Context: an optimization exercise on an open-source flow, tuned for small area, a short achievable clock period and few clock cycles. The choices shown serve that exercise and are no tape-out recipe.
The RTL was checked by simulation tests, not by an equivalence proof against the original design.

### flow/config.mk
export PLATFORM = sky130hd
export DESIGN_NAME = subterranean_lwc
export DESIGN_NICKNAME = subterranean_lwc
export VERILOG_FILES = /design/flow/design.v
export SDC_FILE = /design/flow/constraint.sdc
export NUM_CORES = 4
export LEC_CHECK = 0
export ABC_CLOCK_PERIOD_IN_PS = 2500
export CAP_MARGIN = 20
export CORE_MARGIN = 2
export CORE_UTILIZATION = 40
export SETUP_SLACK_MARGIN = 2.4
export SLEW_MARGIN = 20
export TNS_END_PERCENT = 5
### flow/flow/run.sh
#!/bin/bash
# The standard layout, except that the port buffers are plain buffers
# (buffer_ports otherwise picks a delay cell, clkdlybuf4s50_1, for them).
set -euo pipefail
export BUFFER_PORTS_ARGS="-buffer_cell sky130_fd_sc_hd__buf_4"
bash standard.sh finish > make_finish.log 2>&1
### flow/design.v
`default_nettype    none
module subterranean_round
(
    input wire [256:0] a,
    input wire [32:0] din,
    output wire [256:0] o,
    output wire [31:0] dout
);
wire [256:0] a_after_chi_iota;
wire [256:0] a_after_theta;
assign a_after_chi_iota[0]     = ~(a[0]   ^   ((~a[1])     & a[2]));
assign a_after_chi_iota[254:1] = a[254:1] ^   ((~a[255:2]) & a[256:3]);
assign a_after_chi_iota[255]   = a[255]   ^   ((~a[256])   & a[0]);
assign a_after_chi_iota[256]   = a[256]   ^   ((~a[0])     & a[1]);
assign a_after_theta[12]  = a_after_chi_iota[12]  ^ a_after_chi_iota[15]  ^ a_after_chi_iota[20]  ^ din[0];
assign a_after_theta[56]  = a_after_chi_iota[56]  ^ a_after_chi_iota[59]  ^ a_after_chi_iota[64]  ^ din[1];
assign a_after_theta[90]  = a_after_chi_iota[90]  ^ a_after_chi_iota[93]  ^ a_after_chi_iota[98]  ^ din[2];
assign a_after_theta[163] = a_after_chi_iota[163] ^ a_after_chi_iota[166] ^ a_after_chi_iota[171] ^ din[3];
assign a_after_theta[161] = a_after_chi_iota[161] ^ a_after_chi_iota[164] ^ a_after_chi_iota[169] ^ din[4];
assign a_after_theta[66]  = a_after_chi_iota[66]  ^ a_after_chi_iota[69]  ^ a_after_chi_iota[74]  ^ din[5];
assign a_after_theta[51]  = a_after_chi_iota[51]  ^ a_after_chi_iota[54]  ^ a_after_chi_iota[59]  ^ din[6];
assign a_after_theta[238] = a_after_chi_iota[238] ^ a_after_chi_iota[241] ^ a_after_chi_iota[246] ^ din[7];
assign a_after_theta[254] = a_after_chi_iota[254] ^ a_after_chi_iota[0]   ^ a_after_chi_iota[5]   ^ din[8];
assign a_after_theta[243] = a_after_chi_iota[243] ^ a_after_chi_iota[246] ^ a_after_chi_iota[251] ^ din[9];
assign a_after_theta[106] = a_after_chi_iota[106] ^ a_after_chi_iota[109] ^ a_after_chi_iota[114] ^ din[10];
assign a_after_theta[152] = a_after_chi_iota[152] ^ a_after_chi_iota[155] ^ a_after_chi_iota[160] ^ din[11];
assign a_after_theta[24]  = a_after_chi_iota[24]  ^ a_after_chi_iota[27]  ^ a_after_chi_iota[32]  ^ din[12];
assign a_after_theta[112] = a_after_chi_iota[112] ^ a_after_chi_iota[115] ^ a_after_chi_iota[120] ^ din[13];
assign a_after_theta[180] = a_after_chi_iota[180] ^ a_after_chi_iota[183] ^ a_after_chi_iota[188] ^ din[14];
assign a_after_theta[69]  = a_after_chi_iota[69]  ^ a_after_chi_iota[72]  ^ a_after_chi_iota[77]  ^ din[15];
assign a_after_theta[65]  = a_after_chi_iota[65]  ^ a_after_chi_iota[68]  ^ a_after_chi_iota[73]  ^ din[16];
assign a_after_theta[132] = a_after_chi_iota[132] ^ a_after_chi_iota[135] ^ a_after_chi_iota[140] ^ din[17];
assign a_after_theta[102] = a_after_chi_iota[102] ^ a_after_chi_iota[105] ^ a_after_chi_iota[110] ^ din[18];
assign a_after_theta[219] = a_after_chi_iota[219] ^ a_after_chi_iota[222] ^ a_after_chi_iota[227] ^ din[19];
assign a_after_theta[251] = a_after_chi_iota[251] ^ a_after_chi_iota[254] ^ a_after_chi_iota[2]   ^ din[20];
assign a_after_theta[229] = a_after_chi_iota[229] ^ a_after_chi_iota[232] ^ a_after_chi_iota[237] ^ din[21];
assign a_after_theta[212] = a_after_chi_iota[212] ^ a_after_chi_iota[215] ^ a_after_chi_iota[220] ^ din[22];
assign a_after_theta[47]  = a_after_chi_iota[47]  ^ a_after_chi_iota[50]  ^ a_after_chi_iota[55]  ^ din[23];
assign a_after_theta[48]  = a_after_chi_iota[48]  ^ a_after_chi_iota[51]  ^ a_after_chi_iota[56]  ^ din[24];
assign a_after_theta[224] = a_after_chi_iota[224] ^ a_after_chi_iota[227] ^ a_after_chi_iota[232] ^ din[25];
assign a_after_theta[103] = a_after_chi_iota[103] ^ a_after_chi_iota[106] ^ a_after_chi_iota[111] ^ din[26];
assign a_after_theta[138] = a_after_chi_iota[138] ^ a_after_chi_iota[141] ^ a_after_chi_iota[146] ^ din[27];
assign a_after_theta[130] = a_after_chi_iota[130] ^ a_after_chi_iota[133] ^ a_after_chi_iota[138] ^ din[28];
assign a_after_theta[7]   = a_after_chi_iota[7]   ^ a_after_chi_iota[10]  ^ a_after_chi_iota[15]  ^ din[29];
assign a_after_theta[204] = a_after_chi_iota[204] ^ a_after_chi_iota[207] ^ a_after_chi_iota[212] ^ din[30];
assign a_after_theta[181] = a_after_chi_iota[181] ^ a_after_chi_iota[184] ^ a_after_chi_iota[189] ^ din[31];
assign a_after_theta[245] = a_after_chi_iota[245] ^ a_after_chi_iota[248] ^ a_after_chi_iota[253] ^ din[32];
assign a_after_theta[0] = a_after_chi_iota[0] ^ a_after_chi_iota[3] ^ a_after_chi_iota[8];
assign a_after_theta[36] = a_after_chi_iota[36] ^ a_after_chi_iota[39] ^ a_after_chi_iota[44];
assign a_after_theta[60] = a_after_chi_iota[60] ^ a_after_chi_iota[63] ^ a_after_chi_iota[68];
assign a_after_theta[72] = a_after_chi_iota[72] ^ a_after_chi_iota[75] ^ a_after_chi_iota[80];
assign a_after_theta[84] = a_after_chi_iota[84] ^ a_after_chi_iota[87] ^ a_after_chi_iota[92];
assign a_after_theta[96] = a_after_chi_iota[96] ^ a_after_chi_iota[99] ^ a_after_chi_iota[104];
assign a_after_theta[108] = a_after_chi_iota[108] ^ a_after_chi_iota[111] ^ a_after_chi_iota[116];
assign a_after_theta[120] = a_after_chi_iota[120] ^ a_after_chi_iota[123] ^ a_after_chi_iota[128];
assign a_after_theta[144] = a_after_chi_iota[144] ^ a_after_chi_iota[147] ^ a_after_chi_iota[152];
assign a_after_theta[156] = a_after_chi_iota[156] ^ a_after_chi_iota[159] ^ a_after_chi_iota[164];
assign a_after_theta[168] = a_after_chi_iota[168] ^ a_after_chi_iota[171] ^ a_after_chi_iota[176];
assign a_after_theta[192] = a_after_chi_iota[192] ^ a_after_chi_iota[195] ^ a_after_chi_iota[200];
assign a_after_theta[216] = a_after_chi_iota[216] ^ a_after_chi_iota[219] ^ a_after_chi_iota[224];
assign a_after_theta[228] = a_after_chi_iota[228] ^ a_after_chi_iota[231] ^ a_after_chi_iota[236];
assign a_after_theta[240] = a_after_chi_iota[240] ^ a_after_chi_iota[243] ^ a_after_chi_iota[248];
assign a_after_theta[252] = a_after_chi_iota[252] ^ a_after_chi_iota[255] ^ a_after_chi_iota[3];
assign a_after_theta[19] = a_after_chi_iota[19] ^ a_after_chi_iota[22] ^ a_after_chi_iota[27];
assign a_after_theta[31] = a_after_chi_iota[31] ^ a_after_chi_iota[34] ^ a_after_chi_iota[39];
assign a_after_theta[43] = a_after_chi_iota[43] ^ a_after_chi_iota[46] ^ a_after_chi_iota[51];
assign a_after_theta[55] = a_after_chi_iota[55] ^ a_after_chi_iota[58] ^ a_after_chi_iota[63];
assign a_after_theta[67] = a_after_chi_iota[67] ^ a_after_chi_iota[70] ^ a_after_chi_iota[75];
assign a_after_theta[79] = a_after_chi_iota[79] ^ a_after_chi_iota[82] ^ a_after_chi_iota[87];
assign a_after_theta[91] = a_after_chi_iota[91] ^ a_after_chi_iota[94] ^ a_after_chi_iota[99];
assign a_after_theta[115] = a_after_chi_iota[115] ^ a_after_chi_iota[118] ^ a_after_chi_iota[123];
assign a_after_theta[127] = a_after_chi_iota[127] ^ a_after_chi_iota[130] ^ a_after_chi_iota[135];
assign a_after_theta[139] = a_after_chi_iota[139] ^ a_after_chi_iota[142] ^ a_after_chi_iota[147];
assign a_after_theta[151] = a_after_chi_iota[151] ^ a_after_chi_iota[154] ^ a_after_chi_iota[159];
assign a_after_theta[175] = a_after_chi_iota[175] ^ a_after_chi_iota[178] ^ a_after_chi_iota[183];
assign a_after_theta[187] = a_after_chi_iota[187] ^ a_after_chi_iota[190] ^ a_after_chi_iota[195];
assign a_after_theta[199] = a_after_chi_iota[199] ^ a_after_chi_iota[202] ^ a_after_chi_iota[207];
assign a_after_theta[211] = a_after_chi_iota[211] ^ a_after_chi_iota[214] ^ a_after_chi_iota[219];
assign a_after_theta[223] = a_after_chi_iota[223] ^ a_after_chi_iota[226] ^ a_after_chi_iota[231];
assign a_after_theta[235] = a_after_chi_iota[235] ^ a_after_chi_iota[238] ^ a_after_chi_iota[243];
assign a_after_theta[247] = a_after_chi_iota[247] ^ a_after_chi_iota[250] ^ a_after_chi_iota[255];
assign a_after_theta[2] = a_after_chi_iota[2] ^ a_after_chi_iota[5] ^ a_after_chi_iota[10];
assign a_after_theta[14] = a_after_chi_iota[14] ^ a_after_chi_iota[17] ^ a_after_chi_iota[22];
assign a_after_theta[26] = a_after_chi_iota[26] ^ a_after_chi_iota[29] ^ a_after_chi_iota[34];
assign a_after_theta[38] = a_after_chi_iota[38] ^ a_after_chi_iota[41] ^ a_after_chi_iota[46];
assign a_after_theta[50] = a_after_chi_iota[50] ^ a_after_chi_iota[53] ^ a_after_chi_iota[58];
assign a_after_theta[62] = a_after_chi_iota[62] ^ a_after_chi_iota[65] ^ a_after_chi_iota[70];
assign a_after_theta[74] = a_after_chi_iota[74] ^ a_after_chi_iota[77] ^ a_after_chi_iota[82];
assign a_after_theta[86] = a_after_chi_iota[86] ^ a_after_chi_iota[89] ^ a_after_chi_iota[94];
assign a_after_theta[98] = a_after_chi_iota[98] ^ a_after_chi_iota[101] ^ a_after_chi_iota[106];
assign a_after_theta[110] = a_after_chi_iota[110] ^ a_after_chi_iota[113] ^ a_after_chi_iota[118];
assign a_after_theta[122] = a_after_chi_iota[122] ^ a_after_chi_iota[125] ^ a_after_chi_iota[130];
assign a_after_theta[134] = a_after_chi_iota[134] ^ a_after_chi_iota[137] ^ a_after_chi_iota[142];
assign a_after_theta[146] = a_after_chi_iota[146] ^ a_after_chi_iota[149] ^ a_after_chi_iota[154];
assign a_after_theta[158] = a_after_chi_iota[158] ^ a_after_chi_iota[161] ^ a_after_chi_iota[166];
assign a_after_theta[170] = a_after_chi_iota[170] ^ a_after_chi_iota[173] ^ a_after_chi_iota[178];
assign a_after_theta[182] = a_after_chi_iota[182] ^ a_after_chi_iota[185] ^ a_after_chi_iota[190];
assign a_after_theta[194] = a_after_chi_iota[194] ^ a_after_chi_iota[197] ^ a_after_chi_iota[202];
assign a_after_theta[206] = a_after_chi_iota[206] ^ a_after_chi_iota[209] ^ a_after_chi_iota[214];
assign a_after_theta[218] = a_after_chi_iota[218] ^ a_after_chi_iota[221] ^ a_after_chi_iota[226];
assign a_after_theta[230] = a_after_chi_iota[230] ^ a_after_chi_iota[233] ^ a_after_chi_iota[238];
assign a_after_theta[242] = a_after_chi_iota[242] ^ a_after_chi_iota[245] ^ a_after_chi_iota[250];
assign a_after_theta[9] = a_after_chi_iota[9] ^ a_after_chi_iota[12] ^ a_after_chi_iota[17];
assign a_after_theta[21] = a_after_chi_iota[21] ^ a_after_chi_iota[24] ^ a_after_chi_iota[29];
assign a_after_theta[33] = a_after_chi_iota[33] ^ a_after_chi_iota[36] ^ a_after_chi_iota[41];
assign a_after_theta[45] = a_after_chi_iota[45] ^ a_after_chi_iota[48] ^ a_after_chi_iota[53];
assign a_after_theta[57] = a_after_chi_iota[57] ^ a_after_chi_iota[60] ^ a_after_chi_iota[65];
assign a_after_theta[81] = a_after_chi_iota[81] ^ a_after_chi_iota[84] ^ a_after_chi_iota[89];
assign a_after_theta[93] = a_after_chi_iota[93] ^ a_after_chi_iota[96] ^ a_after_chi_iota[101];
assign a_after_theta[105] = a_after_chi_iota[105] ^ a_after_chi_iota[108] ^ a_after_chi_iota[113];
assign a_after_theta[117] = a_after_chi_iota[117] ^ a_after_chi_iota[120] ^ a_after_chi_iota[125];
assign a_after_theta[129] = a_after_chi_iota[129] ^ a_after_chi_iota[132] ^ a_after_chi_iota[137];
assign a_after_theta[141] = a_after_chi_iota[141] ^ a_after_chi_iota[144] ^ a_after_chi_iota[149];
assign a_after_theta[153] = a_after_chi_iota[153] ^ a_after_chi_iota[156] ^ a_after_chi_iota[161];
assign a_after_theta[165] = a_after_chi_iota[165] ^ a_after_chi_iota[168] ^ a_after_chi_iota[173];
assign a_after_theta[177] = a_after_chi_iota[177] ^ a_after_chi_iota[180] ^ a_after_chi_iota[185];
assign a_after_theta[189] = a_after_chi_iota[189] ^ a_after_chi_iota[192] ^ a_after_chi_iota[197];
assign a_after_theta[201] = a_after_chi_iota[201] ^ a_after_chi_iota[204] ^ a_after_chi_iota[209];
assign a_after_theta[213] = a_after_chi_iota[213] ^ a_after_chi_iota[216] ^ a_after_chi_iota[221];
assign a_after_theta[225] = a_after_chi_iota[225] ^ a_after_chi_iota[228] ^ a_after_chi_iota[233];
assign a_after_theta[237] = a_after_chi_iota[237] ^ a_after_chi_iota[240] ^ a_after_chi_iota[245];
assign a_after_theta[249] = a_after_chi_iota[249] ^ a_after_chi_iota[252] ^ a_after_chi_iota[0];
assign a_after_theta[4] = a_after_chi_iota[4] ^ a_after_chi_iota[7] ^ a_after_chi_iota[12];
assign a_after_theta[16] = a_after_chi_iota[16] ^ a_after_chi_iota[19] ^ a_after_chi_iota[24];
assign a_after_theta[28] = a_after_chi_iota[28] ^ a_after_chi_iota[31] ^ a_after_chi_iota[36];
assign a_after_theta[40] = a_after_chi_iota[40] ^ a_after_chi_iota[43] ^ a_after_chi_iota[48];
assign a_after_theta[52] = a_after_chi_iota[52] ^ a_after_chi_iota[55] ^ a_after_chi_iota[60];
assign a_after_theta[64] = a_after_chi_iota[64] ^ a_after_chi_iota[67] ^ a_after_chi_iota[72];
assign a_after_theta[76] = a_after_chi_iota[76] ^ a_after_chi_iota[79] ^ a_after_chi_iota[84];
assign a_after_theta[88] = a_after_chi_iota[88] ^ a_after_chi_iota[91] ^ a_after_chi_iota[96];
assign a_after_theta[100] = a_after_chi_iota[100] ^ a_after_chi_iota[103] ^ a_after_chi_iota[108];
assign a_after_theta[124] = a_after_chi_iota[124] ^ a_after_chi_iota[127] ^ a_after_chi_iota[132];
assign a_after_theta[136] = a_after_chi_iota[136] ^ a_after_chi_iota[139] ^ a_after_chi_iota[144];
assign a_after_theta[148] = a_after_chi_iota[148] ^ a_after_chi_iota[151] ^ a_after_chi_iota[156];
assign a_after_theta[160] = a_after_chi_iota[160] ^ a_after_chi_iota[163] ^ a_after_chi_iota[168];
assign a_after_theta[172] = a_after_chi_iota[172] ^ a_after_chi_iota[175] ^ a_after_chi_iota[180];
assign a_after_theta[184] = a_after_chi_iota[184] ^ a_after_chi_iota[187] ^ a_after_chi_iota[192];
assign a_after_theta[196] = a_after_chi_iota[196] ^ a_after_chi_iota[199] ^ a_after_chi_iota[204];
assign a_after_theta[208] = a_after_chi_iota[208] ^ a_after_chi_iota[211] ^ a_after_chi_iota[216];
assign a_after_theta[220] = a_after_chi_iota[220] ^ a_after_chi_iota[223] ^ a_after_chi_iota[228];
assign a_after_theta[232] = a_after_chi_iota[232] ^ a_after_chi_iota[235] ^ a_after_chi_iota[240];
assign a_after_theta[244] = a_after_chi_iota[244] ^ a_after_chi_iota[247] ^ a_after_chi_iota[252];
assign a_after_theta[256] = a_after_chi_iota[256] ^ a_after_chi_iota[2] ^ a_after_chi_iota[7];
assign a_after_theta[11] = a_after_chi_iota[11] ^ a_after_chi_iota[14] ^ a_after_chi_iota[19];
assign a_after_theta[23] = a_after_chi_iota[23] ^ a_after_chi_iota[26] ^ a_after_chi_iota[31];
assign a_after_theta[35] = a_after_chi_iota[35] ^ a_after_chi_iota[38] ^ a_after_chi_iota[43];
assign a_after_theta[59] = a_after_chi_iota[59] ^ a_after_chi_iota[62] ^ a_after_chi_iota[67];
assign a_after_theta[71] = a_after_chi_iota[71] ^ a_after_chi_iota[74] ^ a_after_chi_iota[79];
assign a_after_theta[83] = a_after_chi_iota[83] ^ a_after_chi_iota[86] ^ a_after_chi_iota[91];
assign a_after_theta[95] = a_after_chi_iota[95] ^ a_after_chi_iota[98] ^ a_after_chi_iota[103];
assign a_after_theta[107] = a_after_chi_iota[107] ^ a_after_chi_iota[110] ^ a_after_chi_iota[115];
assign a_after_theta[119] = a_after_chi_iota[119] ^ a_after_chi_iota[122] ^ a_after_chi_iota[127];
assign a_after_theta[131] = a_after_chi_iota[131] ^ a_after_chi_iota[134] ^ a_after_chi_iota[139];
assign a_after_theta[143] = a_after_chi_iota[143] ^ a_after_chi_iota[146] ^ a_after_chi_iota[151];
assign a_after_theta[155] = a_after_chi_iota[155] ^ a_after_chi_iota[158] ^ a_after_chi_iota[163];
assign a_after_theta[167] = a_after_chi_iota[167] ^ a_after_chi_iota[170] ^ a_after_chi_iota[175];
assign a_after_theta[179] = a_after_chi_iota[179] ^ a_after_chi_iota[182] ^ a_after_chi_iota[187];
assign a_after_theta[191] = a_after_chi_iota[191] ^ a_after_chi_iota[194] ^ a_after_chi_iota[199];
assign a_after_theta[203] = a_after_chi_iota[203] ^ a_after_chi_iota[206] ^ a_after_chi_iota[211];
assign a_after_theta[215] = a_after_chi_iota[215] ^ a_after_chi_iota[218] ^ a_after_chi_iota[223];
assign a_after_theta[227] = a_after_chi_iota[227] ^ a_after_chi_iota[230] ^ a_after_chi_iota[235];
assign a_after_theta[239] = a_after_chi_iota[239] ^ a_after_chi_iota[242] ^ a_after_chi_iota[247];
assign a_after_theta[6] = a_after_chi_iota[6] ^ a_after_chi_iota[9] ^ a_after_chi_iota[14];
assign a_after_theta[18] = a_after_chi_iota[18] ^ a_after_chi_iota[21] ^ a_after_chi_iota[26];
assign a_after_theta[30] = a_after_chi_iota[30] ^ a_after_chi_iota[33] ^ a_after_chi_iota[38];
assign a_after_theta[42] = a_after_chi_iota[42] ^ a_after_chi_iota[45] ^ a_after_chi_iota[50];
assign a_after_theta[54] = a_after_chi_iota[54] ^ a_after_chi_iota[57] ^ a_after_chi_iota[62];
assign a_after_theta[78] = a_after_chi_iota[78] ^ a_after_chi_iota[81] ^ a_after_chi_iota[86];
assign a_after_theta[114] = a_after_chi_iota[114] ^ a_after_chi_iota[117] ^ a_after_chi_iota[122];
assign a_after_theta[126] = a_after_chi_iota[126] ^ a_after_chi_iota[129] ^ a_after_chi_iota[134];
assign a_after_theta[150] = a_after_chi_iota[150] ^ a_after_chi_iota[153] ^ a_after_chi_iota[158];
assign a_after_theta[162] = a_after_chi_iota[162] ^ a_after_chi_iota[165] ^ a_after_chi_iota[170];
assign a_after_theta[174] = a_after_chi_iota[174] ^ a_after_chi_iota[177] ^ a_after_chi_iota[182];
assign a_after_theta[186] = a_after_chi_iota[186] ^ a_after_chi_iota[189] ^ a_after_chi_iota[194];
assign a_after_theta[198] = a_after_chi_iota[198] ^ a_after_chi_iota[201] ^ a_after_chi_iota[206];
assign a_after_theta[210] = a_after_chi_iota[210] ^ a_after_chi_iota[213] ^ a_after_chi_iota[218];
assign a_after_theta[222] = a_after_chi_iota[222] ^ a_after_chi_iota[225] ^ a_after_chi_iota[230];
assign a_after_theta[234] = a_after_chi_iota[234] ^ a_after_chi_iota[237] ^ a_after_chi_iota[242];
assign a_after_theta[246] = a_after_chi_iota[246] ^ a_after_chi_iota[249] ^ a_after_chi_iota[254];
assign a_after_theta[1] = a_after_chi_iota[1] ^ a_after_chi_iota[4] ^ a_after_chi_iota[9];
assign a_after_theta[13] = a_after_chi_iota[13] ^ a_after_chi_iota[16] ^ a_after_chi_iota[21];
assign a_after_theta[25] = a_after_chi_iota[25] ^ a_after_chi_iota[28] ^ a_after_chi_iota[33];
assign a_after_theta[37] = a_after_chi_iota[37] ^ a_after_chi_iota[40] ^ a_after_chi_iota[45];
assign a_after_theta[49] = a_after_chi_iota[49] ^ a_after_chi_iota[52] ^ a_after_chi_iota[57];
assign a_after_theta[61] = a_after_chi_iota[61] ^ a_after_chi_iota[64] ^ a_after_chi_iota[69];
assign a_after_theta[73] = a_after_chi_iota[73] ^ a_after_chi_iota[76] ^ a_after_chi_iota[81];
assign a_after_theta[85] = a_after_chi_iota[85] ^ a_after_chi_iota[88] ^ a_after_chi_iota[93];
assign a_after_theta[97] = a_after_chi_iota[97] ^ a_after_chi_iota[100] ^ a_after_chi_iota[105];
assign a_after_theta[109] = a_after_chi_iota[109] ^ a_after_chi_iota[112] ^ a_after_chi_iota[117];
assign a_after_theta[121] = a_after_chi_iota[121] ^ a_after_chi_iota[124] ^ a_after_chi_iota[129];
assign a_after_theta[133] = a_after_chi_iota[133] ^ a_after_chi_iota[136] ^ a_after_chi_iota[141];
assign a_after_theta[145] = a_after_chi_iota[145] ^ a_after_chi_iota[148] ^ a_after_chi_iota[153];
assign a_after_theta[157] = a_after_chi_iota[157] ^ a_after_chi_iota[160] ^ a_after_chi_iota[165];
assign a_after_theta[169] = a_after_chi_iota[169] ^ a_after_chi_iota[172] ^ a_after_chi_iota[177];
assign a_after_theta[193] = a_after_chi_iota[193] ^ a_after_chi_iota[196] ^ a_after_chi_iota[201];
assign a_after_theta[205] = a_after_chi_iota[205] ^ a_after_chi_iota[208] ^ a_after_chi_iota[213];
assign a_after_theta[217] = a_after_chi_iota[217] ^ a_after_chi_iota[220] ^ a_after_chi_iota[225];
assign a_after_theta[241] = a_after_chi_iota[241] ^ a_after_chi_iota[244] ^ a_after_chi_iota[249];
assign a_after_theta[253] = a_after_chi_iota[253] ^ a_after_chi_iota[256] ^ a_after_chi_iota[4];
assign a_after_theta[8] = a_after_chi_iota[8] ^ a_after_chi_iota[11] ^ a_after_chi_iota[16];
assign a_after_theta[20] = a_after_chi_iota[20] ^ a_after_chi_iota[23] ^ a_after_chi_iota[28];
assign a_after_theta[32] = a_after_chi_iota[32] ^ a_after_chi_iota[35] ^ a_after_chi_iota[40];
assign a_after_theta[44] = a_after_chi_iota[44] ^ a_after_chi_iota[47] ^ a_after_chi_iota[52];
assign a_after_theta[68] = a_after_chi_iota[68] ^ a_after_chi_iota[71] ^ a_after_chi_iota[76];
assign a_after_theta[80] = a_after_chi_iota[80] ^ a_after_chi_iota[83] ^ a_after_chi_iota[88];
assign a_after_theta[92] = a_after_chi_iota[92] ^ a_after_chi_iota[95] ^ a_after_chi_iota[100];
assign a_after_theta[104] = a_after_chi_iota[104] ^ a_after_chi_iota[107] ^ a_after_chi_iota[112];
assign a_after_theta[116] = a_after_chi_iota[116] ^ a_after_chi_iota[119] ^ a_after_chi_iota[124];
assign a_after_theta[128] = a_after_chi_iota[128] ^ a_after_chi_iota[131] ^ a_after_chi_iota[136];
assign a_after_theta[140] = a_after_chi_iota[140] ^ a_after_chi_iota[143] ^ a_after_chi_iota[148];
assign a_after_theta[164] = a_after_chi_iota[164] ^ a_after_chi_iota[167] ^ a_after_chi_iota[172];
assign a_after_theta[176] = a_after_chi_iota[176] ^ a_after_chi_iota[179] ^ a_after_chi_iota[184];
assign a_after_theta[188] = a_after_chi_iota[188] ^ a_after_chi_iota[191] ^ a_after_chi_iota[196];
assign a_after_theta[200] = a_after_chi_iota[200] ^ a_after_chi_iota[203] ^ a_after_chi_iota[208];
assign a_after_theta[236] = a_after_chi_iota[236] ^ a_after_chi_iota[239] ^ a_after_chi_iota[244];
assign a_after_theta[248] = a_after_chi_iota[248] ^ a_after_chi_iota[251] ^ a_after_chi_iota[256];
assign a_after_theta[3] = a_after_chi_iota[3] ^ a_after_chi_iota[6] ^ a_after_chi_iota[11];
assign a_after_theta[15] = a_after_chi_iota[15] ^ a_after_chi_iota[18] ^ a_after_chi_iota[23];
assign a_after_theta[27] = a_after_chi_iota[27] ^ a_after_chi_iota[30] ^ a_after_chi_iota[35];
assign a_after_theta[39] = a_after_chi_iota[39] ^ a_after_chi_iota[42] ^ a_after_chi_iota[47];
assign a_after_theta[63] = a_after_chi_iota[63] ^ a_after_chi_iota[66] ^ a_after_chi_iota[71];
assign a_after_theta[75] = a_after_chi_iota[75] ^ a_after_chi_iota[78] ^ a_after_chi_iota[83];
assign a_after_theta[87] = a_after_chi_iota[87] ^ a_after_chi_iota[90] ^ a_after_chi_iota[95];
assign a_after_theta[99] = a_after_chi_iota[99] ^ a_after_chi_iota[102] ^ a_after_chi_iota[107];
assign a_after_theta[111] = a_after_chi_iota[111] ^ a_after_chi_iota[114] ^ a_after_chi_iota[119];
assign a_after_theta[123] = a_after_chi_iota[123] ^ a_after_chi_iota[126] ^ a_after_chi_iota[131];
assign a_after_theta[135] = a_after_chi_iota[135] ^ a_after_chi_iota[138] ^ a_after_chi_iota[143];
assign a_after_theta[147] = a_after_chi_iota[147] ^ a_after_chi_iota[150] ^ a_after_chi_iota[155];
assign a_after_theta[159] = a_after_chi_iota[159] ^ a_after_chi_iota[162] ^ a_after_chi_iota[167];
assign a_after_theta[171] = a_after_chi_iota[171] ^ a_after_chi_iota[174] ^ a_after_chi_iota[179];
assign a_after_theta[183] = a_after_chi_iota[183] ^ a_after_chi_iota[186] ^ a_after_chi_iota[191];
assign a_after_theta[195] = a_after_chi_iota[195] ^ a_after_chi_iota[198] ^ a_after_chi_iota[203];
assign a_after_theta[207] = a_after_chi_iota[207] ^ a_after_chi_iota[210] ^ a_after_chi_iota[215];
assign a_after_theta[231] = a_after_chi_iota[231] ^ a_after_chi_iota[234] ^ a_after_chi_iota[239];
assign a_after_theta[255] = a_after_chi_iota[255] ^ a_after_chi_iota[1] ^ a_after_chi_iota[6];
assign a_after_theta[10] = a_after_chi_iota[10] ^ a_after_chi_iota[13] ^ a_after_chi_iota[18];
assign a_after_theta[22] = a_after_chi_iota[22] ^ a_after_chi_iota[25] ^ a_after_chi_iota[30];
assign a_after_theta[34] = a_after_chi_iota[34] ^ a_after_chi_iota[37] ^ a_after_chi_iota[42];
assign a_after_theta[46] = a_after_chi_iota[46] ^ a_after_chi_iota[49] ^ a_after_chi_iota[54];
assign a_after_theta[58] = a_after_chi_iota[58] ^ a_after_chi_iota[61] ^ a_after_chi_iota[66];
assign a_after_theta[70] = a_after_chi_iota[70] ^ a_after_chi_iota[73] ^ a_after_chi_iota[78];
assign a_after_theta[82] = a_after_chi_iota[82] ^ a_after_chi_iota[85] ^ a_after_chi_iota[90];
assign a_after_theta[94] = a_after_chi_iota[94] ^ a_after_chi_iota[97] ^ a_after_chi_iota[102];
assign a_after_theta[118] = a_after_chi_iota[118] ^ a_after_chi_iota[121] ^ a_after_chi_iota[126];
assign a_after_theta[142] = a_after_chi_iota[142] ^ a_after_chi_iota[145] ^ a_after_chi_iota[150];
assign a_after_theta[154] = a_after_chi_iota[154] ^ a_after_chi_iota[157] ^ a_after_chi_iota[162];
assign a_after_theta[166] = a_after_chi_iota[166] ^ a_after_chi_iota[169] ^ a_after_chi_iota[174];
assign a_after_theta[178] = a_after_chi_iota[178] ^ a_after_chi_iota[181] ^ a_after_chi_iota[186];
assign a_after_theta[190] = a_after_chi_iota[190] ^ a_after_chi_iota[193] ^ a_after_chi_iota[198];
assign a_after_theta[202] = a_after_chi_iota[202] ^ a_after_chi_iota[205] ^ a_after_chi_iota[210];
assign a_after_theta[214] = a_after_chi_iota[214] ^ a_after_chi_iota[217] ^ a_after_chi_iota[222];
assign a_after_theta[226] = a_after_chi_iota[226] ^ a_after_chi_iota[229] ^ a_after_chi_iota[234];
assign a_after_theta[250] = a_after_chi_iota[250] ^ a_after_chi_iota[253] ^ a_after_chi_iota[1];
assign a_after_theta[5] = a_after_chi_iota[5] ^ a_after_chi_iota[8] ^ a_after_chi_iota[13];
assign a_after_theta[17] = a_after_chi_iota[17] ^ a_after_chi_iota[20] ^ a_after_chi_iota[25];
assign a_after_theta[29] = a_after_chi_iota[29] ^ a_after_chi_iota[32] ^ a_after_chi_iota[37];
assign a_after_theta[41] = a_after_chi_iota[41] ^ a_after_chi_iota[44] ^ a_after_chi_iota[49];
assign a_after_theta[53] = a_after_chi_iota[53] ^ a_after_chi_iota[56] ^ a_after_chi_iota[61];
assign a_after_theta[77] = a_after_chi_iota[77] ^ a_after_chi_iota[80] ^ a_after_chi_iota[85];
assign a_after_theta[89] = a_after_chi_iota[89] ^ a_after_chi_iota[92] ^ a_after_chi_iota[97];
assign a_after_theta[101] = a_after_chi_iota[101] ^ a_after_chi_iota[104] ^ a_after_chi_iota[109];
assign a_after_theta[113] = a_after_chi_iota[113] ^ a_after_chi_iota[116] ^ a_after_chi_iota[121];
assign a_after_theta[125] = a_after_chi_iota[125] ^ a_after_chi_iota[128] ^ a_after_chi_iota[133];
assign a_after_theta[137] = a_after_chi_iota[137] ^ a_after_chi_iota[140] ^ a_after_chi_iota[145];
assign a_after_theta[149] = a_after_chi_iota[149] ^ a_after_chi_iota[152] ^ a_after_chi_iota[157];
assign a_after_theta[173] = a_after_chi_iota[173] ^ a_after_chi_iota[176] ^ a_after_chi_iota[181];
assign a_after_theta[185] = a_after_chi_iota[185] ^ a_after_chi_iota[188] ^ a_after_chi_iota[193];
assign a_after_theta[197] = a_after_chi_iota[197] ^ a_after_chi_iota[200] ^ a_after_chi_iota[205];
assign a_after_theta[209] = a_after_chi_iota[209] ^ a_after_chi_iota[212] ^ a_after_chi_iota[217];
assign a_after_theta[221] = a_after_chi_iota[221] ^ a_after_chi_iota[224] ^ a_after_chi_iota[229];
assign a_after_theta[233] = a_after_chi_iota[233] ^ a_after_chi_iota[236] ^ a_after_chi_iota[241];
generate
    genvar gen_j;
    for (gen_j = 0; gen_j < 257; gen_j = gen_j + 1) begin: pi_step
        assign o[gen_j] = a_after_theta[(12*gen_j) % 257];
    end
endgenerate
assign dout[0]  = a[1]   ^ a[256];
assign dout[1]  = a[176] ^ a[81];
assign dout[2]  = a[136] ^ a[121];
assign dout[3]  = a[35]  ^ a[222];
assign dout[4]  = a[249] ^ a[8];
assign dout[5]  = a[134] ^ a[123];
assign dout[6]  = a[197] ^ a[60];
assign dout[7]  = a[234] ^ a[23];
assign dout[8]  = a[64]  ^ a[193];
assign dout[9]  = a[213] ^ a[44];
assign dout[10] = a[223] ^ a[34];
assign dout[11] = a[184] ^ a[73];
assign dout[12] = a[2]   ^ a[255];
assign dout[13] = a[95]  ^ a[162];
assign dout[14] = a[15]  ^ a[242];
assign dout[15] = a[70]  ^ a[187];
assign dout[16] = a[241] ^ a[16];
assign dout[17] = a[11]  ^ a[246];
assign dout[18] = a[137] ^ a[120];
assign dout[19] = a[211] ^ a[46];
assign dout[20] = a[128] ^ a[129];
assign dout[21] = a[169] ^ a[88];
assign dout[22] = a[189] ^ a[68];
assign dout[23] = a[111] ^ a[146];
assign dout[24] = a[4]   ^ a[253];
assign dout[25] = a[190] ^ a[67];
assign dout[26] = a[30]  ^ a[227];
assign dout[27] = a[140] ^ a[117];
assign dout[28] = a[225] ^ a[32];
assign dout[29] = a[22]  ^ a[235];
assign dout[30] = a[17]  ^ a[240];
assign dout[31] = a[165] ^ a[92];
endmodule
`default_nettype    none
module subterranean_lwc
#(parameter ASYNC_RSTN = 0,
parameter G_PWIDTH = 32,
parameter G_SWIDTH = 32,
parameter G_SEGMENT_SIZE_BITS = 16,
parameter G_HASH_SIZE_WORDS = 8,
parameter G_TAG_SIZE_WORDS = 4
)
(
    input wire clk,
    input wire rst,
    input wire [(G_PWIDTH-1):0] pdi_data,
    input wire pdi_valid,
    output wire pdi_ready,
    input wire [(G_SWIDTH-1):0] sdi_data,
    input wire sdi_valid,
    output wire sdi_ready,
    output wire [(G_PWIDTH-1):0] do_data,
    output wire do_valid,
    input wire do_ready,
    output wire do_last
);
localparam P_IDLE = 4'd0,  P_NHDR = 4'd1,  P_NDAT = 4'd2,  P_AHDR = 4'd3,
           P_ADAT = 4'd4,  P_PHDR = 4'd5,  P_PDAT = 4'd6,  P_TAG  = 4'd7,
           P_THDR = 4'd8,  P_TDAT = 4'd9,  P_SQ   = 4'd10, P_STAT = 4'd11,
           P_HHDR = 4'd12, P_HDAT = 4'd13, P_INST = 4'd14;
function [31:0] bswap(input [31:0] x);
    bswap = {x[7:0], x[15:8], x[23:16], x[31:24]};
endfunction
reg [14:0] ph;          
reg [256:0] st;
reg [4:0] nr;           
reg nz;                 
reg [3:0] cnt;          
reg [15:0] len;         
reg lastw;              
reg [2:0] wsize;        
reg eot;
reg dec;
reg fail;
reg [1:0] bidx;         
reg hlast;              
reg [1:0] sph;          
reg [1:0] kcnt;
reg kact;               
reg hfirst;             
reg spend;              
reg pv, pc;             
reg [32:0] o0, o1;
reg v0, v1;
reg prdy, srdy;         
reg m_key;              
reg m_word;             
reg m_hash;             
reg m_sq;               
reg m_t;                
reg dfull;              
reg [14:0] ph_n;
reg [4:0] nr_n;
reg [3:0] cnt_n;
reg [15:0] len_n;
reg lastw_n;
reg [2:0] wsize_n;
reg eot_n, dec_n, fail_n, kact_n, hfirst_n, nz_n, hlast_n, spend_n;
reg [1:0] bidx_n, sph_n, kcnt_n;
reg push;
reg [32:0] pw;
wire ptake = pdi_valid & prdy;
wire stake = sdi_valid & srdy;
wire qpush = (pdi_valid & pv) | pc;
wire [4:0] nr_dec = nz ? 5'd0 : (nr - 5'd1);
wire wr_ok = ~v1;
wire pop = v0 & do_ready;
wire [31:0] z;
wire [31:0] y;
wire hdr_le4 = (pdi_data[15:3] == 13'd0) && ((pdi_data[2] == 1'b0) || (pdi_data[1:0] == 2'b00));
wire [2:0] hdr_ws = hdr_le4 ? pdi_data[2:0] : 3'd4;
wire len_le8 = (len[15:4] == 12'd0) && ((len[3] == 1'b0) || (len[2:0] == 3'b000));
wire [2:0] len_ws = len_le8 ? (len[2:0] ^ 3'b100) : 3'd4;
always @(*) begin
    ph_n = ph;
    nr_n = nr_dec;
    nz_n = (nr[4:1] == 4'd0);
    hlast_n = hlast;
    cnt_n = cnt;
    len_n = len;
    lastw_n = lastw;
    wsize_n = wsize;
    eot_n = eot;
    dec_n = dec;
    fail_n = fail;
    kact_n = kact;
    hfirst_n = hfirst;
    spend_n = spend;
    bidx_n = bidx;
    sph_n = sph;
    kcnt_n = kcnt;
    push = 1'b0;
    pw = 33'd0;
    if (stake) begin
        case (sph)
            2'd0 : sph_n = 2'd1;
            2'd1 : begin sph_n = 2'd2; kcnt_n = 2'd0; end
            default : begin
                kcnt_n = kcnt + 2'd1;
                if (kcnt == 2'd3) begin
                    sph_n = 2'd0;
                    kact_n = 1'b0;
                    nr_n = 5'd1;
                    nz_n = 1'b0;
                end
            end
        endcase
    end
        if (ph[P_IDLE] & ptake) begin
            hfirst_n = 1'b1;
            case (pdi_data[31:28])
                4'h7 : begin
                    kact_n = 1'b1;
                    begin ph_n[P_IDLE] = 1'b0; ph_n[P_INST] = 1'b1; end
                end
                4'h8 : begin ph_n[P_IDLE] = 1'b0; ph_n[P_HHDR] = 1'b1; end
                default : ;
            endcase
        end
        if (ph[P_INST] & ptake) begin
            dec_n = pdi_data[28];
            fail_n = 1'b0;
            begin ph_n[P_INST] = 1'b0; ph_n[P_NHDR] = 1'b1; end
        end
        if (ph[P_NHDR] & ptake) begin
            cnt_n = 4'd4;
            begin ph_n[P_NHDR] = 1'b0; ph_n[P_NDAT] = 1'b1; end
        end
        if (ph[P_NDAT] & ptake) begin
            cnt_n = cnt - 4'd1;
            if (cnt == 4'd1) begin
                nr_n = 5'd9;
                nz_n = 1'b0;
                begin ph_n[P_NDAT] = 1'b0; ph_n[P_AHDR] = 1'b1; end
            end
        end
        if (ph[P_AHDR] & ptake) begin
            len_n = pdi_data[15:0];
            lastw_n = hdr_le4;
            wsize_n = hdr_ws;
            eot_n = pdi_data[25];
            if (pdi_data[15:0] == 16'd0) begin
                nr_n = nr_dec + 5'd1;
                nz_n = 1'b0;
                begin ph_n[P_AHDR] = 1'b0; ph_n[P_PHDR] = 1'b1; end
            end else
                begin ph_n[P_AHDR] = 1'b0; ph_n[P_ADAT] = 1'b1; end
        end
        if (ph[P_ADAT] & ptake) begin
            len_n = len - 16'd4;
                lastw_n = len_le8;
                wsize_n = len_ws;
            if (lastw) begin
                if (eot) begin
                    if (wsize == 3'd4) begin nr_n = 5'd1; nz_n = 1'b0; end
                    begin ph_n[P_ADAT] = 1'b0; ph_n[P_PHDR] = 1'b1; end
                end else
                    begin ph_n[P_ADAT] = 1'b0; ph_n[P_AHDR] = 1'b1; end
            end
        end
        if (ph[P_PHDR] & ptake) begin
            push = 1'b1;
            pw = {1'b0, dec ? 4'h4 : 4'h5, 2'b00, pdi_data[25], dec & pdi_data[25], 8'h00, pdi_data[15:0]};
            len_n = pdi_data[15:0];
            lastw_n = hdr_le4;
            wsize_n = hdr_ws;
            eot_n = pdi_data[25];
            if (pdi_data[15:0] == 16'd0) begin
                nr_n = nr_dec + 5'd9;
                nz_n = 1'b0;
                ph_n[P_PHDR] = 1'b0;
                if (dec) ph_n[P_THDR] = 1'b1; else ph_n[P_TAG] = 1'b1;
            end else
                begin ph_n[P_PHDR] = 1'b0; ph_n[P_PDAT] = 1'b1; end
        end
        if (ph[P_PDAT] & ptake) begin
            push = 1'b1;
            pw = {lastw & eot, bswap(y)};
            len_n = len - 16'd4;
                lastw_n = len_le8;
                wsize_n = len_ws;
            if (lastw) begin
                if (eot) begin
                    nr_n = (wsize == 3'd4) ? 5'd9 : 5'd8;
                    nz_n = 1'b0;
                    ph_n[P_PDAT] = 1'b0;
                    if (dec) ph_n[P_THDR] = 1'b1; else ph_n[P_TAG] = 1'b1;
                end else
                    begin ph_n[P_PDAT] = 1'b0; ph_n[P_PHDR] = 1'b1; end
            end
        end
        if (ph[P_TAG] & wr_ok) begin
            push = 1'b1;
            pw = {1'b0, 32'h83000010};
            cnt_n = 4'd4;
            begin ph_n[P_TAG] = 1'b0; ph_n[P_SQ] = 1'b1; end
        end
        if (ph[P_THDR] & ptake) begin
            cnt_n = 4'd4;
            begin ph_n[P_THDR] = 1'b0; ph_n[P_TDAT] = 1'b1; end
        end
        if (ph[P_TDAT] & ptake) begin
            if ((bswap(pdi_data) != z) && (cnt != 4'd1)) fail_n = 1'b1;
            cnt_n = cnt - 4'd1;
            if (cnt == 4'd1) begin ph_n[P_TDAT] = 1'b0; ph_n[P_IDLE] = 1'b1; spend_n = 1'b1; end
        end
        if (ph[P_SQ] & m_sq) begin
            push = 1'b1;
            pw = {cnt == 4'd1, bswap(z)};
            cnt_n = cnt - 4'd1;
            if (cnt == 4'd1) begin ph_n[P_SQ] = 1'b0; ph_n[P_IDLE] = 1'b1; spend_n = 1'b1; end
        end
        if (spend & wr_ok) begin
            pw = {1'b1, fail ? 4'hF : 4'hE, 28'd0};
            spend_n = 1'b0;
            fail_n = 1'b0;
        end
        if (ph[P_HHDR] & ptake) begin
            hfirst_n = 1'b0;
            if (hfirst) begin
                push = 1'b1;
                pw = {1'b0, 4'h9, 4'h3, 8'h00, 16'd32};
            end
            len_n = pdi_data[15:0];
            lastw_n = hdr_le4;
            wsize_n = hdr_ws;
            eot_n = pdi_data[25];
            bidx_n = 2'd0;
            hlast_n = (pdi_data[15:0] == 16'd1);
            if (pdi_data[15:0] == 16'd0) begin
                nr_n = nr_dec + 5'd10;
                nz_n = 1'b0;
                cnt_n = 4'd8;
                begin ph_n[P_HHDR] = 1'b0; ph_n[P_SQ] = 1'b1; end
            end else
                begin ph_n[P_HHDR] = 1'b0; ph_n[P_HDAT] = 1'b1; end
        end
        if (ph[P_HDAT] & pdi_valid & m_hash) begin
            nr_n = 5'd1;
            nz_n = 1'b0;
            bidx_n = bidx + 2'd1;
            hlast_n = ((bidx + 3'd2) == wsize);
            if (ptake) begin
                bidx_n = 2'd0;
                hlast_n = (len == 16'd5);
                len_n = len - 16'd4;
                lastw_n = len_le8;
                wsize_n = len_ws;
                if (lastw) begin
                    if (eot) begin
                        nr_n = 5'd11;
                        nz_n = 1'b0;
                        cnt_n = 4'd8;
                        begin ph_n[P_HDAT] = 1'b0; ph_n[P_SQ] = 1'b1; end
                    end else
                        begin ph_n[P_HDAT] = 1'b0; ph_n[P_HHDR] = 1'b1; end
                end
            end
        end
end
reg v0_n, v1_n;
always @(*) begin
    v0_n = v0;
    v1_n = v1;
    if (v1) begin
        if (pop) v1_n = 1'b0;
    end else if (qpush) begin
        if (v0 & ~pop) v1_n = 1'b1;
        else v0_n = 1'b1;
    end else if (pop) begin
        v0_n = 1'b0;
    end
end
wire wr_ok_n = ~v1_n;
reg prdy_n, m_word_n, m_hash_n, m_sq_n;
always @(*) begin
    prdy_n = 1'b0;
    m_word_n = 1'b0;
    m_hash_n = 1'b0;
    m_sq_n = 1'b0;
    prdy_n = ph_n[P_IDLE] | ph_n[P_INST] | ph_n[P_NHDR] | ph_n[P_AHDR] | ph_n[P_THDR]
           | ((ph_n[P_HHDR] | ph_n[P_PHDR]) & wr_ok_n & ~spend_n)
           | (ph_n[P_NDAT] & ~kact_n & nz_n)
           | ((ph_n[P_ADAT] | ph_n[P_TDAT]) & nz_n)
           | (ph_n[P_PDAT] & nz_n & wr_ok_n)
           | (ph_n[P_HDAT] & nz_n & hlast_n);
    m_word_n = ((ph_n[P_NDAT] & ~kact_n) | ph_n[P_ADAT] | (ph_n[P_PDAT] & wr_ok_n)) & nz_n;
    m_hash_n = ph_n[P_HDAT] & nz_n;
    m_sq_n = ph_n[P_SQ] & nz_n & wr_ok_n;
end
wire srdy_n = (sph_n != 2'd2) | (kact_n & nz_n);
wire pv_n = prdy_n & (ph_n[P_PHDR] | ph_n[P_PDAT] | (ph_n[P_HHDR] & hfirst_n));
wire pc_n = m_sq_n | ((ph_n[P_TAG] | spend_n) & wr_ok_n);
wire m_key_n = (sph_n == 2'd2) & kact_n & nz_n;
wire m_t_n = ph_n[P_TDAT] & nz_n;
wire dfull_n = m_key_n | ph_n[P_NDAT] | ph_n[P_TDAT];
always @(posedge clk) begin
    if (rst) begin
        ph <= 15'd1 << P_IDLE;
        nr <= 5'd0;
        nz <= 1'b1;
        sph <= 2'd0;
        kact <= 1'b0;
        spend <= 1'b0;
        fail <= 1'b0;
        v0 <= 1'b0;
        v1 <= 1'b0;
        prdy <= 1'b0;
        srdy <= 1'b0;
        m_key <= 1'b0;
        m_word <= 1'b0;
        m_hash <= 1'b0;
        m_sq <= 1'b0;
        pv <= 1'b0;
        pc <= 1'b0;
        m_t <= 1'b0;
        dfull <= 1'b0;
    end else begin
        ph <= ph_n;
        nr <= nr_n;
        nz <= nz_n;
        sph <= sph_n;
        kact <= kact_n;
        spend <= spend_n;
        fail <= fail_n;
        v0 <= v0_n;
        v1 <= v1_n;
        prdy <= prdy_n;
        srdy <= srdy_n;
        m_key <= m_key_n;
        m_word <= m_word_n;
        m_hash <= m_hash_n;
        m_sq <= m_sq_n;
        pv <= pv_n;
        pc <= pc_n;
        m_t <= m_t_n;
        dfull <= dfull_n;
    end
end
always @(posedge clk) begin
    cnt <= cnt_n;
    len <= len_n;
    lastw <= lastw_n;
    wsize <= wsize_n;
    eot <= eot_n;
    dec <= dec_n;
    bidx <= bidx_n;
    hlast <= hlast_n;
    kcnt <= kcnt_n;
    hfirst <= hfirst_n;
end
always @(posedge clk) begin
    if (v1) begin
        if (pop) o0 <= o1;
    end else if (qpush) begin
        if (v0 & ~pop) o1 <= pw;
        else o0 <= pw;
    end
end
wire [256:0] st_next;
reg [32:0] din;
wire [31:0] src_c = bswap(m_key ? sdi_data : pdi_data);
wire [2:0] dsize = dfull ? 3'd4 : wsize;
reg [31:0] mask;
always @(*) begin
    case (dsize)
        3'd0 : mask = 32'h00000000;
        3'd1 : mask = 32'h000000FF;
        3'd2 : mask = 32'h0000FFFF;
        3'd3 : mask = 32'h00FFFFFF;
        default : mask = 32'hFFFFFFFF;
    endcase
end
wire [31:0] x = src_c & mask;
assign y = (z ^ x) & mask;
reg [7:0] hbyte;
always @(*) begin
    case (bidx)
        2'd0 : hbyte = pdi_data[31:24];
        2'd1 : hbyte = pdi_data[23:16];
        2'd2 : hbyte = pdi_data[15:8];
        default : hbyte = pdi_data[7:0];
    endcase
end
always @(*) begin
    if (m_key | m_word) begin
        din[31:0] = (dec & ph[P_PDAT]) ? y : x;
        din[32] = 1'b0;
        case (dsize)
            3'd0 : din[0]  = din[0]  ^ 1'b1;
            3'd1 : din[8]  = din[8]  ^ 1'b1;
            3'd2 : din[16] = din[16] ^ 1'b1;
            3'd3 : din[24] = din[24] ^ 1'b1;
            default : din[32] = 1'b1;
        endcase
    end else if (m_hash) begin
        din = {24'd0, 1'b1, hbyte};
    end else begin
        din = 33'd1;
    end
end
subterranean_round round (
    .a(st),
    .din(din),
    .o(st_next),
    .dout(z)
);
wire do_round = ~nz | (sdi_valid & m_key) | (pdi_valid & (m_word | m_hash | m_t)) | m_sq;
wire init = ptake & ph[P_IDLE];
always @(posedge clk) begin
    if (init)
        st <= 257'd0;
    else if (do_round)
        st <= st_next;
end
assign pdi_ready = prdy;
assign sdi_ready = srdy;
assign do_data = o0[31:0];
assign do_last = o0[32];
assign do_valid = v0;
endmodule
### flow/standard.sh
#!/bin/bash
# synth_recipe.tcl (not shown) runs the flow's synth.tcl, then flattens the netlist and writes it again
# the make line also repeats each setting of config.mk as NAME=value (left out here)
make -C /OpenROAD-flow-scripts/flow DESIGN_CONFIG=/design/flow/config.mk WORK_HOME=/design/flow/orfs CLKGATE_MAP_FILE= SYNTH_SCRIPT=/design/flow/synth_recipe.tcl "${@:-finish}"
### flow/constraint.sdc
create_clock -name core_clock -period 5.0 [get_ports {clk}]
set_input_delay 1.0000 -clock core_clock [delete_from_list [all_inputs] [get_ports {clk}]]
set_output_delay 1.0000 -clock core_clock [all_outputs]
set_load 0.01 [all_outputs]
==> flow_summary.json, run 1 <==
{
  "drt_pass1_iterations": 9,
  "tns_ns": 0,
  "coreArea_um2": 67040,
  "die_width_um": 264.2,
  "final_nets": 3255,
  "fin_cells": 4083,
  "crit_path_end_kind": "flop",
  "pre_cts_ws_ns": 1.122,
  "ys_async_sr_fraction_pct": 0,
  "synthTopCellsByArea": "xnor2_1 (27%), dfxtp_1 (24%), edfxtp_1 (8.2%)",
  "finClkSkew_ns": 0.05954,
  "syn_inst": 3167,
  "synth_top_area_share_pct": 27.21,
  "min_path_type": "flop to flop",
  "ioPinCount": 105,
  "die_y_um": 264.2,
  "drt_iter0_drc": 2379,
  "dp_cells": 3994,
  "netlist.top_cell.by_area": "xnor2_1",
  "syn_area_um2": 27070,
  "drive_above_1_share_pct": 8.442,
  "hpwl_mm": 72.53,
  "cts_buffers": 47,
  "max-cap-violations": 0,
  "cp.required_ns": 5.49,
  "rsz0062_at_grt": "true",
  "fin_ws_ns": 2.303,
  "synth-edff-count": 74,
  "clkTransAtPathRegs_ns": 0.06,
  "die_area_um2": 69780,
  "outcome": "timing/DRC/antenna clean",
  "final_cell_mix": "xnor2_1 (841), nor2_1 (387), dfxtp_1 (313)",
  "setup_viol": 0,
  "synth-seq-cells": 392,
  "diodes": 0,
  "antenna_found_initial": 0,
  "cts_root_buffer": "clkbuf_16",
  "final-hold-violation-count": 0,
  "period_share_pct": 53.94,
  "cp.arrival_ns": 3.18,
  "yosys_warnings": 1,
  "r2r_slack_ns": 2.30,
  "critPathMaxFanout": 5,
  "viasPerCell": 5.615,
  "wl_per_cell_um": 23.30,
  "route.detailed.drc": 0,
  "grt_pass1_wl_mm": 138.6,
  "drt_wl_total_mm": 95.15,
  "grt.overflow.total": 0,
  "fmax_ghz": 0.3708,
  "worst-setup-path-type": "flop to flop",
  "fp-row-count": 95,
  "ant_nets": 0,
  "startpoint_type": "flop",
  "vias": 22928,
  "ctsHtreeMaxLevel": 2,
  "final_common_cell": "xnor2_1",
  "synthDistinctLibCells": 83,
  "yosys_most_used_dff": "dfxtp_1",
  "gp_congestion": 0.9548,
  "cts_tree": "done",
  "grt_pass1_vias": 21266,
  "grt_max_degree": 169,
  "clockBufferDepth": 3,
  "synth.avg_cell_area_um2": 8.549,
  "cts_sinks": 392,
  "slew_headroom_pct": 31.43,
  "clock_latency_ns": 0.64,
  "ys_seq_area_share_pct": 31.72,
  "min_period_ns": 2.697,
  "port-buffer-count": 104,
  "syn2layout_area_growth_pct": 11.52,
  "slew_viol_final": 0,
  "worst_pin_slew_ns": 1.025,
  "start_util_pct": 40.38,
  "fill_cells": 6702,
  "synth_fp_nets": 3249,
  "grtUsageTotal_pct": 26.36
}
## synth_stat cells (all sizes together), types with 6 or more instances
cell type  instances
edfxtp            74
nand2b             7
o31ai             20
inv               22
a21oi            110
o21a               9
or2               11
nand2            146
xnor2            841
ha                13
a22o              10
nand4             11
o22ai             23
a22oi             12
nor4              22
nor3              36
nor2             392
and2               7
mux2i             33
or4                7
clkbuf           132
nor2b            271
a31oi             13
or3                9
a32o               6
xor2              78
nand3             44
mux2              14
buf               40
o21ai            118
a222oi             9
and3              12
dfxtp            318
a211oi           230
## through the flow
| stage | utilization [%] | area [µm²] | hold WS [ns] |
|---|---|---|---|
| 5_1_grt | 45.04 | 30190 | 0.4883 |
| 2_1_floorplan | - | 27110 | 0.4391 |
| 6_report | 45.04 | 30190 | 0.4691 |
| 4_1_cts | 44.87 | 30080 | 0.4737 |
| 3_3_place_gp | 42.49 | 28480 | 0.4536 |
| 3_5_place_dp | 42.50 | 28490 | 0.4601 |
## layer usage
layer,routed length [µm],global-route usage (%),share of wire [%]
met1,41540,36.01,44
met2,41490,40.81,44
met3,7049,3.710,7.4
met4,5072,12.81,5.3
met5,0,0,0
## area by class of cell
cell class                 count  area (µm²)  area share, %
clock buffer                  68        1339          4.434
clock inverter                18       201.4         0.6672
inverter                      22       82.58         0.2735
multi-input combinational   2582       17850          59.13
sequential                   392        8597          28.47
tap                          873        1092          3.618
timing repair buffer         128        1028          3.406
## logic make-up (layout without fill, tap and decap cells)
logic type,count (synthesis),count (layout),share of synthesized area (%)
flops,392,392,31.72
buf+inv,194,236,2.921
mux,47,47,1.802
compound gates,610,610,15.11
fa+ha+maj,13,13,0.6008
simple gates,992,993,18.11
xor+xnor,919,919,29.73
## critical path: stages (launching register included)
cell	delay [ns]
dfxtp_1	0.57
xor2_2	0.44
xnor2_1	0.29
nand4_1	0.21
nor4_1	0.66
a211oi_1	0.16
a21oi_1	0.14
nor3_1	0.05
## path summary, 6_finish.rpt
| kind | cells past startpoint | end | from |
|---|---|---|---|
| setup / recovery | 7 | fail | st[81] |
| hold / removal | 2 | hlast | hlast |
| setup reg to reg | 7 | fail | st[81] |
| hold reg to reg | 2 | hlast | hlast |
## sequential cells by signal, indices dropped and copies added, names as in the netlist, 2 cells and up
register,cells
bidx,2
cnt,4
kcnt,2
len,16
nr,5
o0,33
o1,33
ph,14
sph,2
st,257
wsize,3
## repair_timing
| action | 4_1_cts | 5_1_grt |
|---|---|---|
| setup endpoints to repair | 112 | 183 |
| buffers inserted | 0 | 1 |
| gates cloned | 0 | 2 |
| resized for setup | 13 | 20 |
| hold buffers | 0 | 0 |
| pin swaps | 0 | 3 |
Testbench counts, summed over its fixed seeds: cycles 13,309.
==> inputs of run 2 (changes only) <==
--- a/flow/config.mk
+++ b/flow/config.mk
@@ -11,2 +11,4 @@
 export CORE_UTILIZATION = 40
+export CTS_CLUSTER_DIAMETER = 100
+export CTS_CLUSTER_SIZE = 30
 export SETUP_SLACK_MARGIN = 2.4
==> flow_summary.json, run 2 <==
{
  "fp-row-count": 95,
  "largest_register": "st",
  "fill_cells": 6789,
  "cp.required_ns": 5.53,
  "start_util_pct": 40.38,
  "synth_top_area_share_pct": 27.21,
  "final-hold-violation-count": 0,
  "outcome": "timing/DRC/antenna clean",
  "hp-start": "hlast",
  "syn2layout_area_growth_pct": 8.638,
  "ys_async_sr_fraction_pct": 0,
  "yosysMostFrequentCell": "xnor2_1",
  "syn_area_um2": 27070,
  "grt.overflow.total": 0,
  "synth_common_cells": "xnor2_1 (841), nor2_1 (390), dfxtp_1 (318), nor2b_1 (271), a211oi_1 (230)",
  "final_cell_mix": "xnor2_1 (841), nor2_1 (387), dfxtp_1 (312)",
  "fmax_ghz": 0.3774,
  "cts_sinks": 392,
  "yosys_warnings": 1,
  "worst_pin_slew_ns": 1.033,
  "crit_chain": "buf_4 > nand2_4 > nor2_4 > buf_4 > nand4_1 > a222oi_1 > nor4_1 > a311o_1 > o21ai_2",
  "startpoint_type": "input pin",
  "slew_viol_final": 0,
  "clockBufferDepth": 3,
  "grt_max_degree": 169,
  "crit_start": "pdi_valid",
  "reg_top3": "st (257), o0 (33), o1 (33)",
  "yosys_most_used_dff": "dfxtp_1",
  "critPathMaxStageDelay_ns": 0.46,
  "rr_endpoint": "o0[5]",
  "fin_cells": 4037,
  "synthDistinctLibCells": 83,
  "die_y_um": 264.2,
  "clock_latency_ns": 0.60,
  "synth-edff-count": 74,
  "final_nets": 3229,
  "hold_slack_ns": 0.4856,
  "rr_worst_depth": 7,
  "regToRegStartpoint": "st[22]",
  "route.detailed.drc": 0,
  "grtUsageTotal_pct": 25.92,
  "cts_buffers": 22,
  "coreArea_um2": 67040,
  "dp_cells": 3994,
  "critical_path.endpoint": "pv",
  "grt_pass1_vias": 20939,
  "final_common_cell": "xnor2_1",
  "slowest_stage": "a222oi_1",
  "cts_hold_buffers": 0,
  "ys_seq_area_share_pct": 31.72,
  "period_share_pct": 52.99,
  "setup_viol": 0,
  "slew_headroom_pct": 30.92,
  "ant_nets": 0,
  "grt_use_met2_pct": 40.49,
  "max-cap-violations": 0,
  "min_period_ns": 2.650,
  "drt_wl_total_mm": 93.37,
  "clkTransAtPathRegs_ns": 0.12,
  "grt_pass1_wl_mm": 137.1,
  "gp_congestion": 0.9548,
  "syn_inst": 3167,
  "drt_iter0_drc": 2207,
  "cts_root_buffer": "clkbuf_16",
  "worst-setup-path-type": "input pin to flop",
  "tns_ns": 0,
  "ctsHtreeMaxLevel": 1,
  "r2r_slack_ns": 2.43,
  "met3_usage_pct": 2.647,
  "synth-seq-cells": 392,
  "viasPerCell": 5.586,
  "synth.avg_cell_area_um2": 8.549,
  "netlist.top_cell.by_area": "xnor2_1",
  "drt_pass1_iterations": 6,
  "min_path_type": "flop to flop",
  "grt_util_met1_pct": 36.08,
  "synthTopCellsByArea": "xnor2_1 (27%), dfxtp_1 (24%), edfxtp_1 (8.2%)",
  "rsz0062_at_grt": "true",
  "cp.arrival_ns": 3.18,
  "ioPinCount": 105,
  "die_area_um2": 69780,
  "vias": 22549,
  "cp_common_cell": "buf_4",
  "critPathMaxFanout": 28,
  "crit_path_end_kind": "flop",
  "gr-max-usage-layer": "met2",
  "finClkSkew_ns": 0.04306,
  "drive_above_1_share_pct": 7.493,
  "hpwl_mm": 72.53,
  "cts_tree": "done",
  "largest_reg_flops": 257,
  "wl_per_cell_um": 23.13,
  "die_width_um": 264.2,
  "antenna_found_initial": 2,
  "fin_util_pct": 43.87,
  "synth_fp_nets": 3249,
  "port-buffer-count": 104
}
-- run 2: cell counts after synthesis --
Identical to the previous run, type by type.
-- run 2: worst max-delay path: cells and delay by family --
family                 cells  cell delay (ns)
AO/OA/AOI/OAI              3             0.88
buffers and inverters      2             0.50
AND/OR/NAND/NOR            4             0.78
-- run 2: worst min path at each step --
stage	to	slack, ns	depth (start not counted)
final	hlast	0.49	2
after global routing	hlast	0.50	2
after CTS	hlast	0.49	2
after detailed placement	hlast	0.46	2
after global placement	hlast	0.45	2
after floorplan	hlast	0.44	2
-- run 2: what timing repair did --
item | CTS | global route
resized for setup | 8 | 24
gates cloned | 0 | 1
setup endpoints to repair | 122 | 178
setup buffers | 0 | 1
pin swaps | 0 | 1
-- run 2: area by class of cell --
class                      count  area, µm²  share of cell area (%)
antenna                        1      2.502                0.008508
clock buffer                  24      558.0                   1.897
clock inverter                16      212.7                  0.7232
inverter                      22      82.58                  0.2808
multi-input combinational   2581      17840                   60.65
sequential                   392       8598                   29.23
tap                          873       1092                   3.714
timing repair buffer         128       1026                   3.488
-- run 2: kinds of logic after synthesis --
kind of cell    Yosys count  synth area share [%]
simple gates            992                 18.11
fa+ha+maj                13                0.6008
mux                      47                 1.802
compound gates          610                 15.11
buf+inv                 194                 2.921
flops                   392                 31.72
xor+xnor                919                 29.73
-- run 2: per-layer routing --
layer,share of wire [%],vias to the layer above,wire (µm)
li1,-,10745,-
met1,44,10740,41160
met2,44,886,40750
met3,7.2,176,6677
met4,5.1,2,4779
met5,0.014,-,13
-- run 2: through the flow --
step,instance area (µm²),setup WS (ns)
global placement,28480,1.239
CTS,29290,2.148
finish,29410,2.350
floorplan,27110,2.237
global route,29410,2.278
detailed placement,28490,1.122

re-timing with driven ports:
How much do the figures lean on ideal ports? The routed layouts below were timed once more, with nothing changed but the port constraints.
Step 1 (the two cells are an assumption about what drives the block):
set clk [get_ports {clk}]
set_driving_cell -lib_cell sky130_fd_sc_hd__clkbuf_16 $clk
set_driving_cell -lib_cell sky130_fd_sc_hd__buf_2 [delete_from_list [all_inputs] $clk]
Step 2 times the ports against the registers' clock, not the clock port: input delays grow and output delays shrink by t, the midpoint of the rising clock arrivals with the driver on.
a / b / c = ideal / step 1 / step 2; a / b = the first two.
run	t, ns	setup slack, ns	worst setup path at the end	clock arrival spread, ns	slew at the worst register clock pin (ns)
run 1	0.679	2.303 / 2.303 / 1.740	input to register	0.060 / 0.060	0.07 / 0.07
run 2	0.643	2.350 / 2.389 / 1.746	input to register	0.044 / 0.045	0.12 / 0.12
After both steps every run listed still meets setup and hold. The setup slack of run 2, which loses most, moves by +0.039 ns with the drivers and by -0.604 ns with both steps.
